This design comes from an exercise in tuning for a short achievable clock period and few clock cycles on the open sky130 flow, not from production work. Function was checked by simulation only, so behaviour that the tests miss may differ from the original. Power figures rest on the tool's default switching activity, not on a simulated workload.

==> 03-21 <==
## CPU
module CPU(
    input clk,
    input rstn,
    output [31:0] imem_addr,
    input  [31:0] imem_rdata,
    output [31:0] dmem_addr,
    output [31:0] dmem_wdata,
    output dmem_we,
    input  [31:0] dmem_rdata
    );
export LEC_CHECK = 0
export ABC_CLOCK_PERIOD_IN_PS = 2500
export CAP_MARGIN = 20
export CORE_MARGIN = 2
export CORE_UTILIZATION = 40
export SLEW_MARGIN = 20
create_clock -name core_clock -period 9.5 [get_ports {clk}]
standard.sh (not shown) runs the stock make flow with config.mk's settings and CLKGATE_MAP_FILE= SYNTH_SCRIPT=/design/flow/synth_recipe.tcl, a recipe that flattens the netlist after the stock synthesis.
==> flow/flow/run.sh <==
#!/bin/bash
# Standard ORFS layout with two changes:
#  - no adder-cell mapping in synthesis (the adders are written as
#    parallel-prefix logic and are left to ABC);
#  - repair_timing asked for extra setup margin, so that it keeps optimising
#    below the (loose) clock constraint.
set -euo pipefail
MARGIN=${MARGIN:-6.0}
bash standard.sh ADDER_MAP_FILE= MATCH_CELL_FOOTPRINT=0 SETUP_SLACK_MARGIN=$MARGIN finish > standard_flow.log 2>&1
==> 10-18: changes against 03-21 <==
--- a/flow/design.v
+++ b/flow/design.v
@@ -125,30 +125,27 @@
     );
     reg  [31:0] pc_f;
     reg         wr_e, ld_e, st_e, cb_e, beq_e, blt_e, bltu_e, jalr_e;
     reg         pt_e;
     reg  [4:0]  rd_e;
     reg  [31:0] a_e, b_e, sd_e, pre_e, alt_e;
-    reg  [19:0] pch_e;           
-    reg         aui_e;
-    reg  [5:0]  bi_e;
+    reg  [3:0]  bi_e;
     reg         fa_r_e, fa_l_e;      
     reg         fb_r_e, fb_l_e;      
     reg         fs_r_e, fs_l_e, fs_n_e;      
-    reg         s_addi_e, s_add_e, s_sub_e, s_xor_e, s_or_e, s_and_e, s_sll_e, s_sr_e, s_pre_e;
+    reg         s_add_e, s_sub_e, s_xor_e, s_or_e, s_and_e, s_sll_e, s_sr_e, s_pre_e;
     reg         sra_e;
     reg  [4:0]  sh_e;
     reg         wr_m, ld_m, st_m;
     reg  [4:0]  rd_m;
-    reg  [31:0] res_m, sd_m, addr_m, alt_m;
-    reg         late_m, tk_m, pt_m;
+    reg  [31:0] res_m, sd_m, addr_m;
     reg  [31:0] pc_o;            
-    reg         bht_v [0:63];
-    reg  [1:0]  bht_c [0:63];
+    reg         bht_v [0:15];
+    reg  [1:0]  bht_c [0:15];
     reg         upd_v, upd_t;
-    reg  [5:0]  upd_i;
+    reg  [3:0]  upd_i;
     assign dmem_addr  = addr_m;
     assign dmem_wdata = sd_m;
     assign dmem_we    = st_m;
     wire [31:0] wbd = ld_m ? dmem_rdata : res_m;
     assign imem_addr = pc_o;
     wire [31:0] ir  = imem_rdata;
@@ -169,19 +166,20 @@
     wire wrs      = is_op | is_opi | is_lui | is_auipc | is_ld | is_jal | is_jalr;
     wire [31:0] imm_i = {{20{ir[31]}}, ir[31:20]};
     wire [31:0] imm_s = {{20{ir[31]}}, ir[31:25], ir[11:7]};
     wire [31:0] imm_b = {{20{ir[31]}}, ir[7], ir[30:25], ir[11:8], 1'b0};
     wire [31:0] imm_u = {ir[31:12], 12'b0};
     wire [31:0] imm_j = {{12{ir[31]}}, ir[19:12], ir[20], ir[30:21], 1'b0};
-    wire [31:0] tgt_b, tgt_j;
+    wire [31:0] tgt_b, tgt_j, tgt_u;
     pc_add #(.W(13)) add_b(.pc(pc_f), .imm(imm_b[12:0]), .s(tgt_b));
     pc_add #(.W(21)) add_j(.pc(pc_f), .imm(imm_j[20:0]), .s(tgt_j));
+    assign tgt_u = {pc_f[31:12] + ir[31:12], pc_f[11:0]};
     wire [31:0] pc4_f = pc_f + 32'd4;
     wire br_nop = ~ir[31] & ~ir[7] & (ir[30:25] == 6'd0) & (ir[11:8] == 4'd2);
     wire cb_f   = is_br & ~br_nop;
-    wire [5:0] bi   = pc_f[7:2];
+    wire [3:0] bi   = pc_f[5:2];
     wire       sdir = (rs1 == rs2) ? (f3 == 3'b000) : ir[31];
     wire       dir  = bht_v[bi] ? bht_c[bi][1] : sdir;
     wire       pt_f = cb_f & dir;
     wire [31:0] rf1, rf2;
     Register_File Register_File_dut(
         .clk(clk), .ra1(rs1), .ra2(rs2), .rd1(rf1), .rd2(rf2),
@@ -192,74 +190,70 @@
     wire [31:0] rv1 = byp1 ? wbd : rf1;
     wire [31:0] rv2 = byp2 ? wbd : rf2;
     wire use_imm = is_opi | is_ld | is_st | is_jalr;
     wire [31:0] imm_alu = is_st ? imm_s : imm_i;
     wire m1 = wr_e & (rd_e == rs1);
     wire m2 = wr_e & (rd_e == rs2);
-    wire stall = ld_e & ((m1 & (is_op | is_opi | is_ld | is_st | is_jalr)) | (m2 & is_op));
+    wire stall = is_jalr & m1 & ld_e;
     wire [31:0] D  = dmem_rdata;
     wire [31:0] Ae = fa_r_e ? res_m : a_e;
     wire [31:0] Be = fb_r_e ? res_m : b_e;
-    wire [31:0] A  = Ae;         
-    wire [31:0] B  = Be;
+    wire [31:0] A  = fa_l_e ? D : Ae;
+    wire [31:0] B  = fb_l_e ? D : Be;
     wire [31:0] S  = ({32{fs_r_e}} & res_m) | ({32{fs_l_e}} & D) | ({32{fs_n_e}} & sd_e);
     wire [31:0] sum, dif;
     ks_add32 add_u(.a(A), .b(B),  .cin(1'b0), .s(sum), .cout());
     ks_add32 sub_u(.a(A), .b(~B), .cin(1'b1), .s(dif), .cout());
     wire eq_ee, ltu_ee, lts_ee, eq_de, ltu_de, lts_de, eq_ed, ltu_ed, lts_ed;
     cmp32 c_ee(.a(Ae), .b(Be), .eq(eq_ee), .ltu(ltu_ee), .lts(lts_ee));
     cmp32 c_de(.a(D),  .b(Be), .eq(eq_de), .ltu(ltu_de), .lts(lts_de));
     cmp32 c_ed(.a(Ae), .b(D),  .eq(eq_ed), .ltu(ltu_ed), .lts(lts_ed));
-    wire late_e  = cb_e & (fa_l_e | fb_l_e);
-    wire taken_ee = (beq_e & eq_ee) | (blt_e & lts_ee) | (bltu_e & ltu_ee);
-    wire eq_l  = (fa_l_e & ~fb_l_e & eq_de)  | (~fa_l_e & fb_l_e & eq_ed)  | (fa_l_e & fb_l_e);
-    wire ltu_l = (fa_l_e & ~fb_l_e & ltu_de) | (~fa_l_e & fb_l_e & ltu_ed);
-    wire lts_l = (fa_l_e & ~fb_l_e & lts_de) | (~fa_l_e & fb_l_e & lts_ed);
-    wire taken_l  = (beq_e & eq_l) | (blt_e & lts_l) | (bltu_e & ltu_l);
+    wire eq  = (~fa_l_e & ~fb_l_e & eq_ee)  | (fa_l_e & ~fb_l_e & eq_de)  | (~fa_l_e & fb_l_e & eq_ed)  | (fa_l_e & fb_l_e);
+    wire ltu = (~fa_l_e & ~fb_l_e & ltu_ee) | (fa_l_e & ~fb_l_e & ltu_de) | (~fa_l_e & fb_l_e & ltu_ed);
+    wire lts = (~fa_l_e & ~fb_l_e & lts_ee) | (fa_l_e & ~fb_l_e & lts_de) | (~fa_l_e & fb_l_e & lts_ed);
     wire [31:0] jt;
-    pc_add #(.W(12)) add_je(.pc(Ae), .imm(b_e[11:0]), .s(jt));
-    wire [31:0] sum_i;
-    pc_add #(.W(12)) add_i(.pc(A), .imm(b_e[11:0]), .s(sum_i));
+    ks_add32 add_je(.a(Ae), .b(b_e), .cin(1'b0), .s(jt), .cout());
     wire [31:0] shl = A << sh_e;
     wire [31:0] shr = $signed({sra_e & A[31], A}) >>> sh_e;
-    wire [31:0] pre_v = {aui_e ? pre_e[31:12] + pch_e : pre_e[31:12], pre_e[11:0]};
     wire [31:0] res_e = ({32{s_add_e}} & sum)
-                      | ({32{s_addi_e}} & sum_i)
                       | ({32{s_sub_e}} & dif)
                       | ({32{s_xor_e}} & (A ^ B))
                       | ({32{s_or_e }} & (A | B))
                       | ({32{s_and_e}} & (A & B))
                       | ({32{s_sll_e}} & shl)
                       | ({32{s_sr_e }} & shr)
-                      | ({32{s_pre_e}} & pre_v);
-    wire taken_e    = late_e ? taken_l : taken_ee;
-    wire redirect_l = late_m & (tk_m ^ pt_m);
-    wire redirect_e = ~redirect_l & ((cb_e & ~late_e & (taken_ee ^ pt_e)) | jalr_e);
+                      | ({32{s_pre_e}} & pre_e);
+    wire taken_e    = (beq_e & eq) | (blt_e & lts) | (bltu_e & ltu);
+    wire redirect_e = (cb_e & (taken_e ^ pt_e)) | jalr_e;
     wire [31:0] rtgt_e = jalr_e ? {jt[31:1], 1'b0} : alt_e;
     wire [31:0] npc_p = is_jal ? tgt_j : (pt_f ? tgt_b : pc4_f);
     wire [31:0] npc_s = stall ? pc_f : npc_p;
-    wire [31:0] npc   = ({32{redirect_l}} & alt_m) | ({32{redirect_e}} & rtgt_e) | ({32{~redirect_l & ~redirect_e}} & npc_s);
+    wire [31:0] npc   = ({32{redirect_e}} & rtgt_e) | ({32{~redirect_e}} & npc_s);
     always @(posedge clk or negedge rstn) begin
         if (!rstn)
             pc_f <= 32'd0;
         else
             pc_f <= npc;
     end
     always @(posedge clk)
         pc_o <= {32{rstn}} & npc;
-    wire go = ~redirect_e & ~redirect_l & ~stall;
-    wire gor = go & rstn;
-    always @(posedge clk) begin
-        wr_e   <= gor & wrs & (rd != 5'd0);
-        ld_e   <= gor & is_ld;
-        st_e   <= gor & is_st;
-        cb_e   <= gor & cb_f;
-        beq_e  <= gor & cb_f & (f3 == 3'b000);
-        blt_e  <= gor & cb_f & (f3 == 3'b100);
-        bltu_e <= gor & cb_f & (f3 == 3'b110);
-        jalr_e <= gor & is_jalr;
+    wire go = ~redirect_e & ~stall;
+    always @(posedge clk or negedge rstn) begin
+        if (!rstn) begin
+            wr_e <= 1'b0; ld_e <= 1'b0; st_e <= 1'b0; cb_e <= 1'b0;
+            beq_e <= 1'b0; blt_e <= 1'b0; bltu_e <= 1'b0; jalr_e <= 1'b0;
+        end else begin
+            wr_e   <= go & wrs & (rd != 5'd0);
+            ld_e   <= go & is_ld;
+            st_e   <= go & is_st;
+            cb_e   <= go & cb_f;
+            beq_e  <= go & cb_f & (f3 == 3'b000);
+            blt_e  <= go & cb_f & (f3 == 3'b100);
+            bltu_e <= go & cb_f & (f3 == 3'b110);
+            jalr_e <= go & is_jalr;
+        end
     end
     always @(posedge clk) begin
         rd_e    <= rd;
         pt_e    <= pt_f;
         bi_e    <= bi;
         a_e     <= rv1;
@@ -270,51 +264,44 @@
         fa_l_e  <= m1 & ld_e;
         fb_r_e  <= ~use_imm & m2 & ~ld_e;
         fb_l_e  <= ~use_imm & m2 & ld_e;
         fs_r_e  <= m2 & ~ld_e;
         fs_l_e  <= m2 & ld_e;
         fs_n_e  <= ~m2;
-        pre_e   <= is_lui ? imm_u : (is_auipc ? {ir[31:12], pc_f[11:0]} : pc4_f);
-        pch_e   <= pc_f[31:12];
-        aui_e   <= is_auipc;
-        s_add_e <= is_op & ~ir[30] & (f3 == 3'b000);
-        s_addi_e <= (is_opi & (f3 == 3'b000)) | is_ld | is_st;
+        pre_e   <= is_lui ? imm_u : (is_auipc ? tgt_u : pc4_f);
+        s_add_e <= (is_op & ~ir[30] & (f3 == 3'b000)) | (is_opi & (f3 == 3'b000)) | is_ld | is_st;
         s_sub_e <= is_op & ir[30] & (f3 == 3'b000);
         s_xor_e <= (is_op | is_opi) & (f3 == 3'b100);
         s_or_e  <= (is_op | is_opi) & (f3 == 3'b110);
         s_and_e <= (is_op | is_opi) & (f3 == 3'b111);
         s_sll_e <= is_opi & (f3 == 3'b001);
         s_sr_e  <= is_opi & (f3 == 3'b101);
         s_pre_e <= is_lui | is_auipc | is_jal | is_jalr;
         sra_e   <= ir[30];
         sh_e    <= ir[24:20];
     end
     always @(posedge clk or negedge rstn) begin
         if (!rstn) begin
-            wr_m <= 1'b0; ld_m <= 1'b0; upd_v <= 1'b0; late_m <= 1'b0;
+            wr_m <= 1'b0; ld_m <= 1'b0; upd_v <= 1'b0;
         end else begin
-            wr_m <= wr_e & ~redirect_l; ld_m <= ld_e & ~redirect_l;
-            upd_v <= cb_e & ~redirect_l; late_m <= late_e & ~redirect_l;
+            wr_m <= wr_e; ld_m <= ld_e; upd_v <= cb_e;
         end
     end
     always @(posedge clk) begin
-        st_m  <= st_e & ~redirect_l;     
-        tk_m  <= taken_l;
-        pt_m  <= pt_e;
-        alt_m <= alt_e;
-        addr_m <= sum_i;
+        st_m  <= st_e;           
+        addr_m <= sum;
         rd_m  <= rd_e;
         res_m <= res_e;
         sd_m  <= S;
         upd_t <= taken_e;
         upd_i <= bi_e;
     end
     integer k;
     always @(posedge clk or negedge rstn) begin
         if (!rstn) begin
-            for (k = 0; k < 64; k = k + 1) bht_v[k] <= 1'b0;
+            for (k = 0; k < 16; k = k + 1) bht_v[k] <= 1'b0;
         end else if (upd_v) begin
             bht_v[upd_i] <= 1'b1;
         end
     end
     always @(posedge clk) begin
         if (upd_v) begin
==> 12-03: changes against 03-21 <==
--- a/flow/design.v
+++ b/flow/design.v
@@ -121,13 +121,14 @@
     output [31:0] dmem_addr,
     output [31:0] dmem_wdata,
     output dmem_we,
     input  [31:0] dmem_rdata
     );
     reg  [31:0] pc_f;
-    reg         wr_e, ld_e, st_e, cb_e, beq_e, blt_e, bltu_e, jalr_e;
+    reg         wr_e, ld_e, st_e, cb_e, beq_e, blt_e, bltu_e, jalr_e, jf_e;
+    reg         k_e;             
     reg         pt_e;
     reg  [4:0]  rd_e;
     reg  [31:0] a_e, b_e, sd_e, pre_e, alt_e;
     reg  [19:0] pch_e;           
     reg         aui_e;
     reg  [5:0]  bi_e;
@@ -147,12 +148,18 @@
     reg         upd_v, upd_t;
     reg  [5:0]  upd_i;
     assign dmem_addr  = addr_m;
     assign dmem_wdata = sd_m;
     assign dmem_we    = st_m;
     wire [31:0] wbd = ld_m ? dmem_rdata : res_m;
+    wire wr_x   = wr_e   & ~k_e;
+    wire ld_x   = ld_e   & ~k_e;
+    wire st_x   = st_e   & ~k_e;
+    wire cb_x   = cb_e   & ~k_e;
+    wire jalr_x = jalr_e & ~k_e;
+    wire jf_x   = jf_e   & ~k_e;
     assign imem_addr = pc_o;
     wire [31:0] ir  = imem_rdata;
     wire [6:0]  op  = ir[6:0];
     wire [4:0]  rs1 = ir[19:15];
     wire [4:0]  rs2 = ir[24:20];
     wire [4:0]  rd  = ir[11:7];
@@ -172,12 +179,15 @@
     wire [31:0] imm_b = {{20{ir[31]}}, ir[7], ir[30:25], ir[11:8], 1'b0};
     wire [31:0] imm_u = {ir[31:12], 12'b0};
     wire [31:0] imm_j = {{12{ir[31]}}, ir[19:12], ir[20], ir[30:21], 1'b0};
     wire [31:0] tgt_b, tgt_j;
     pc_add #(.W(13)) add_b(.pc(pc_f), .imm(imm_b[12:0]), .s(tgt_b));
     pc_add #(.W(21)) add_j(.pc(pc_f), .imm(imm_j[20:0]), .s(tgt_j));
+    wire jal_n = is_jal & (ir[19:12] == {8{ir[31]}});
+    wire [31:0] tgt_jn;
+    pc_add #(.W(13)) add_jn(.pc(pc_f), .imm(imm_j[12:0]), .s(tgt_jn));
     wire [31:0] pc4_f = pc_f + 32'd4;
     wire br_nop = ~ir[31] & ~ir[7] & (ir[30:25] == 6'd0) & (ir[11:8] == 4'd2);
     wire cb_f   = is_br & ~br_nop;
     wire [5:0] bi   = pc_f[7:2];
     wire       sdir = (rs1 == rs2) ? (f3 == 3'b000) : ir[31];
     wire       dir  = bht_v[bi] ? bht_c[bi][1] : sdir;
@@ -190,36 +200,46 @@
     wire byp1 = wr_m & (rd_m == rs1);
     wire byp2 = wr_m & (rd_m == rs2);
     wire [31:0] rv1 = byp1 ? wbd : rf1;
     wire [31:0] rv2 = byp2 ? wbd : rf2;
     wire use_imm = is_opi | is_ld | is_st | is_jalr;
     wire [31:0] imm_alu = is_st ? imm_s : imm_i;
-    wire m1 = wr_e & (rd_e == rs1);
-    wire m2 = wr_e & (rd_e == rs2);
-    wire stall = ld_e & ((m1 & (is_op | is_opi | is_ld | is_st | is_jalr)) | (m2 & is_op));
+    wire m1 = wr_x & (rd_e == rs1);
+    wire m2 = wr_x & (rd_e == rs2);
+    wire stall = ld_x & ((m1 & (is_op | is_opi | is_ld | is_st | is_jalr)) | (m2 & is_op));
     wire [31:0] D  = dmem_rdata;
     wire [31:0] Ae = fa_r_e ? res_m : a_e;
     wire [31:0] Be = fb_r_e ? res_m : b_e;
     wire [31:0] A  = Ae;         
     wire [31:0] B  = Be;
     wire [31:0] S  = ({32{fs_r_e}} & res_m) | ({32{fs_l_e}} & D) | ({32{fs_n_e}} & sd_e);
     wire [31:0] sum, dif;
     ks_add32 add_u(.a(A), .b(B),  .cin(1'b0), .s(sum), .cout());
     ks_add32 sub_u(.a(A), .b(~B), .cin(1'b1), .s(dif), .cout());
-    wire eq_ee, ltu_ee, lts_ee, eq_de, ltu_de, lts_de, eq_ed, ltu_ed, lts_ed;
-    cmp32 c_ee(.a(Ae), .b(Be), .eq(eq_ee), .ltu(ltu_ee), .lts(lts_ee));
+    wire eq_de, ltu_de, lts_de, eq_ed, ltu_ed, lts_ed;
     cmp32 c_de(.a(D),  .b(Be), .eq(eq_de), .ltu(ltu_de), .lts(lts_de));
     cmp32 c_ed(.a(Ae), .b(D),  .eq(eq_ed), .ltu(ltu_ed), .lts(lts_ed));
-    wire late_e  = cb_e & (fa_l_e | fb_l_e);
-    wire taken_ee = (beq_e & eq_ee) | (blt_e & lts_ee) | (bltu_e & ltu_ee);
+    wire late_e  = cb_x & (fa_l_e | fb_l_e);
+    wire eq_nn, ltu_nn, lts_nn, eq_rn, ltu_rn, lts_rn, eq_nr, ltu_nr, lts_nr;
+    cmp32 c_nn(.a(a_e),   .b(b_e),   .eq(eq_nn), .ltu(ltu_nn), .lts(lts_nn));
+    cmp32 c_rn(.a(res_m), .b(b_e),   .eq(eq_rn), .ltu(ltu_rn), .lts(lts_rn));
+    cmp32 c_nr(.a(a_e),   .b(res_m), .eq(eq_nr), .ltu(ltu_nr), .lts(lts_nr));
+    wire t_nn = (beq_e & eq_nn) | (blt_e & lts_nn) | (bltu_e & ltu_nn);
+    wire t_rn = (beq_e & eq_rn) | (blt_e & lts_rn) | (bltu_e & ltu_rn);
+    wire t_nr = (beq_e & eq_nr) | (blt_e & lts_nr) | (bltu_e & ltu_nr);
+    wire t_rr = beq_e;           
+    wire taken_ee = (~fa_r_e & ~fb_r_e & t_nn) | (fa_r_e & ~fb_r_e & t_rn)
+                  | (~fa_r_e & fb_r_e & t_nr) | (fa_r_e & fb_r_e & t_rr);
     wire eq_l  = (fa_l_e & ~fb_l_e & eq_de)  | (~fa_l_e & fb_l_e & eq_ed)  | (fa_l_e & fb_l_e);
     wire ltu_l = (fa_l_e & ~fb_l_e & ltu_de) | (~fa_l_e & fb_l_e & ltu_ed);
     wire lts_l = (fa_l_e & ~fb_l_e & lts_de) | (~fa_l_e & fb_l_e & lts_ed);
     wire taken_l  = (beq_e & eq_l) | (blt_e & lts_l) | (bltu_e & ltu_l);
-    wire [31:0] jt;
-    pc_add #(.W(12)) add_je(.pc(Ae), .imm(b_e[11:0]), .s(jt));
+    wire [31:0] jt_n, jt_r;
+    pc_add #(.W(12)) add_jrn(.pc(a_e),   .imm(b_e[11:0]), .s(jt_n));
+    pc_add #(.W(12)) add_jrr(.pc(res_m), .imm(b_e[11:0]), .s(jt_r));
+    wire [31:0] jt = fa_r_e ? jt_r : jt_n;
     wire [31:0] sum_i;
     pc_add #(.W(12)) add_i(.pc(A), .imm(b_e[11:0]), .s(sum_i));
     wire [31:0] shl = A << sh_e;
     wire [31:0] shr = $signed({sra_e & A[31], A}) >>> sh_e;
     wire [31:0] pre_v = {aui_e ? pre_e[31:12] + pch_e : pre_e[31:12], pre_e[11:0]};
     wire [31:0] res_e = ({32{s_add_e}} & sum)
@@ -230,45 +250,46 @@
                       | ({32{s_and_e}} & (A & B))
                       | ({32{s_sll_e}} & shl)
                       | ({32{s_sr_e }} & shr)
                       | ({32{s_pre_e}} & pre_v);
     wire taken_e    = late_e ? taken_l : taken_ee;
     wire redirect_l = late_m & (tk_m ^ pt_m);
-    wire redirect_e = ~redirect_l & ((cb_e & ~late_e & (taken_ee ^ pt_e)) | jalr_e);
+    wire redirect_e = ~redirect_l & ((cb_x & ~late_e & (taken_ee ^ pt_e)) | jalr_x | jf_x);
     wire [31:0] rtgt_e = jalr_e ? {jt[31:1], 1'b0} : alt_e;
-    wire [31:0] npc_p = is_jal ? tgt_j : (pt_f ? tgt_b : pc4_f);
+    wire [31:0] npc_p = jal_n ? tgt_jn : (pt_f ? tgt_b : pc4_f);
     wire [31:0] npc_s = stall ? pc_f : npc_p;
     wire [31:0] npc   = ({32{redirect_l}} & alt_m) | ({32{redirect_e}} & rtgt_e) | ({32{~redirect_l & ~redirect_e}} & npc_s);
     always @(posedge clk or negedge rstn) begin
         if (!rstn)
             pc_f <= 32'd0;
         else
             pc_f <= npc;
     end
     always @(posedge clk)
         pc_o <= {32{rstn}} & npc;
-    wire go = ~redirect_e & ~redirect_l & ~stall;
-    wire gor = go & rstn;
+    wire gor = ~stall & rstn;
     always @(posedge clk) begin
         wr_e   <= gor & wrs & (rd != 5'd0);
         ld_e   <= gor & is_ld;
         st_e   <= gor & is_st;
         cb_e   <= gor & cb_f;
         beq_e  <= gor & cb_f & (f3 == 3'b000);
         blt_e  <= gor & cb_f & (f3 == 3'b100);
         bltu_e <= gor & cb_f & (f3 == 3'b110);
         jalr_e <= gor & is_jalr;
+        jf_e   <= gor & is_jal & ~jal_n;
+        k_e    <= redirect_e | redirect_l;
     end
     always @(posedge clk) begin
         rd_e    <= rd;
         pt_e    <= pt_f;
         bi_e    <= bi;
         a_e     <= rv1;
         b_e     <= use_imm ? imm_alu : rv2;
         sd_e    <= rv2;
-        alt_e   <= pt_f ? pc4_f : tgt_b;
+        alt_e   <= is_jal ? tgt_j : (pt_f ? pc4_f : tgt_b);
         fa_r_e  <= m1 & ~ld_e;
         fa_l_e  <= m1 & ld_e;
         fb_r_e  <= ~use_imm & m2 & ~ld_e;
         fb_l_e  <= ~use_imm & m2 & ld_e;
         fs_r_e  <= m2 & ~ld_e;
         fs_l_e  <= m2 & ld_e;
@@ -289,18 +310,18 @@
         sh_e    <= ir[24:20];
     end
     always @(posedge clk or negedge rstn) begin
         if (!rstn) begin
             wr_m <= 1'b0; ld_m <= 1'b0; upd_v <= 1'b0; late_m <= 1'b0;
         end else begin
-            wr_m <= wr_e & ~redirect_l; ld_m <= ld_e & ~redirect_l;
-            upd_v <= cb_e & ~redirect_l; late_m <= late_e & ~redirect_l;
+            wr_m <= wr_x & ~redirect_l; ld_m <= ld_x & ~redirect_l;
+            upd_v <= cb_x & ~redirect_l; late_m <= late_e & ~redirect_l;
         end
     end
     always @(posedge clk) begin
-        st_m  <= st_e & ~redirect_l;     
+        st_m  <= st_x & ~redirect_l;     
         tk_m  <= taken_l;
         pt_m  <= pt_e;
         alt_m <= alt_e;
         addr_m <= sum_i;
         rd_m  <= rd_e;
         res_m <= res_e;
==> flow/flow/run.sh (replaced) <==
#!/bin/bash
# Standard ORFS layout with two changes:
#  - no adder-cell mapping in synthesis (the adders are written as
#    parallel-prefix logic and are left to ABC);
#  - repair_timing asked for extra setup margin, so that it keeps optimising
#    below the (loose) clock constraint.
set -euo pipefail
MARGIN=${MARGIN:-6.6}
bash standard.sh ADDER_MAP_FILE= MATCH_CELL_FOOTPRINT=0 SETUP_SLACK_MARGIN=$MARGIN finish > standard_flow.log 2>&1
==> 05-01: changes against 03-21 <==
--- a/flow/config.mk
+++ b/flow/config.mk
@@ -5,8 +5,8 @@
 export SDC_FILE = /design/flow/constraint.sdc
 export NUM_CORES = 4
 export LEC_CHECK = 0
 export ABC_CLOCK_PERIOD_IN_PS = 2500
 export CAP_MARGIN = 20
 export CORE_MARGIN = 2
-export CORE_UTILIZATION = 40
+export CORE_UTILIZATION = 55
 export SLEW_MARGIN = 20
==> notes <==
- Core utilization, highest first: 05-01, 12-03, 03-21, 10-18.
- Wire length: 12-03 > 05-01 > 03-21 > 10-18.
- Between 10-18 and 03-21, the lower total power is in 10-18 (gap about 12%, measured against 03-21).
- The lowest setup slack belongs to 10-18, the highest to 12-03.
- 10-18 went through all stages and came out clean. 05-01 passed the timing, DRC and antenna checks. 03-21 passed the timing, DRC and antenna checks. 12-03 completed with no timing, DRC or antenna violations.
- Against 12-03, the synthesized cell count of 05-01 is lower by about 7%.
- Of 03-21 and 10-18, 03-21 has the higher maximum frequency (gap about 7%, measured against 10-18).
- The lowest design area belongs to 10-18, the highest to 12-03.
- In 12-03 the non-clock buffer count is higher than in 03-21, by 260.
==> figures <==
| metric | 03-21 | 12-03 | 10-18 | 05-01 |
|---|---|---|---|---|
| Area fraction of clock buffers and clock inverters | 5.03% | 4.91% | 5.21% | 5.37% |
| GR Util met3 | 6.86% | 6.88% | 6.37% | 13.3% |
| Outcome | no timing/DRC/antenna violations | no timing/DRC/antenna violations | no timing/DRC/antenna violations | no timing/DRC/antenna violations |
| Relative area of non-clock buffer cells in the final design | 10.0% | 12.1% | 8.34% | 11.1% |
| Post-CTS setup-driven buffer insertion count | 325 | 495 | 228 | 369 |
| Routed wirelength normalized by instance count | 33.7 um | 34.8 um | 33.1 um | 37.0 um |
| Number of fill cells in the layout | 17,700 | 17,900 | 16,600 | 10,300 |
| Area of all placed cells without fillers | 109,000 um2 | 118,000 um2 | 98,000 um2 | 110,000 um2 |
| HPWL Detailed | 200,000 um | 212,000 um | 192,000 um | 202,000 um |
| Overall die width | 467 um | 475 um | 446 um | 398 um |
| Cell type of the slowest stage on the worst timing path | sky130_fd_sc_hd__o32ai_4 | sky130_fd_sc_hd__a221oi_4 | sky130_fd_sc_hd__or3_4 | sky130_fd_sc_hd__dlymetal6s2s_1 |
| Placed insts | 9,252 | 9,857 | 8,728 | 8,488 |
| Crit Path Max Fanout | 3 | 6 | 4 | 6 |
| DR vias/cell | 6.59 | 6.56 | 6.49 | 7.21 |
| Vias in the first global route | 64,000 | 69,900 | 58,200 | 64,200 |
| Layout-to-synthesis area ratio | 1.278x | 1.330x | 1.252x | 1.288x |
| Height of the die | 467 um | 475 um | 446 um | 398 um |
Testbench counts of 03-21, summed over its fixed seeds: cycles 38,470.
Testbench counts of 10-18, summed over its fixed seeds: cycles 37,683.
Testbench counts of 12-03, summed over its fixed seeds: cycles 38,470.
Testbench counts of 05-01, summed over its fixed seeds: cycles 38,470.

[separate check: timing with driven ports]
In the flow no input, the clock included, has a driving cell. The finished layouts below were timed again as built, in two steps.
Step 1, drivers: a clkbuf_16 drives clk and a buf_2 each remaining input, both assumed.
Step 2, shift: input delay + t, output delay - t, t = (earliest + latest rising clock arrival at the registers) / 2. This alone moves slack from input paths to output paths.
a / b / c = no drivers / after step 1 / after step 2; a / b = the first two.
| run | t, ns | setup WS [ns] | worst setup path after step 2 | worst register clock-pin slew, ns |
|---|---|---|---|---|
| 03-21 | 0.948 | 5.280 / 5.251 / 4.303 | input to register | 0.08 / 0.08 |
| 10-18 | 0.909 | 4.966 / 4.937 / 4.027 | input to register | 0.07 / 0.07 |
| 12-03 | 0.951 | 5.376 / 5.118 / 4.167 | input to register | 0.08 / 0.08 |
| 05-01 | 0.898 | 5.192 / 5.225 / 4.326 | input to register | 0.07 / 0.07 |
After both steps setup and hold are still met in every run listed. The setup slack of 12-03, which loses most, moves by -0.258 ns with the drivers and by -1.209 ns with both steps.
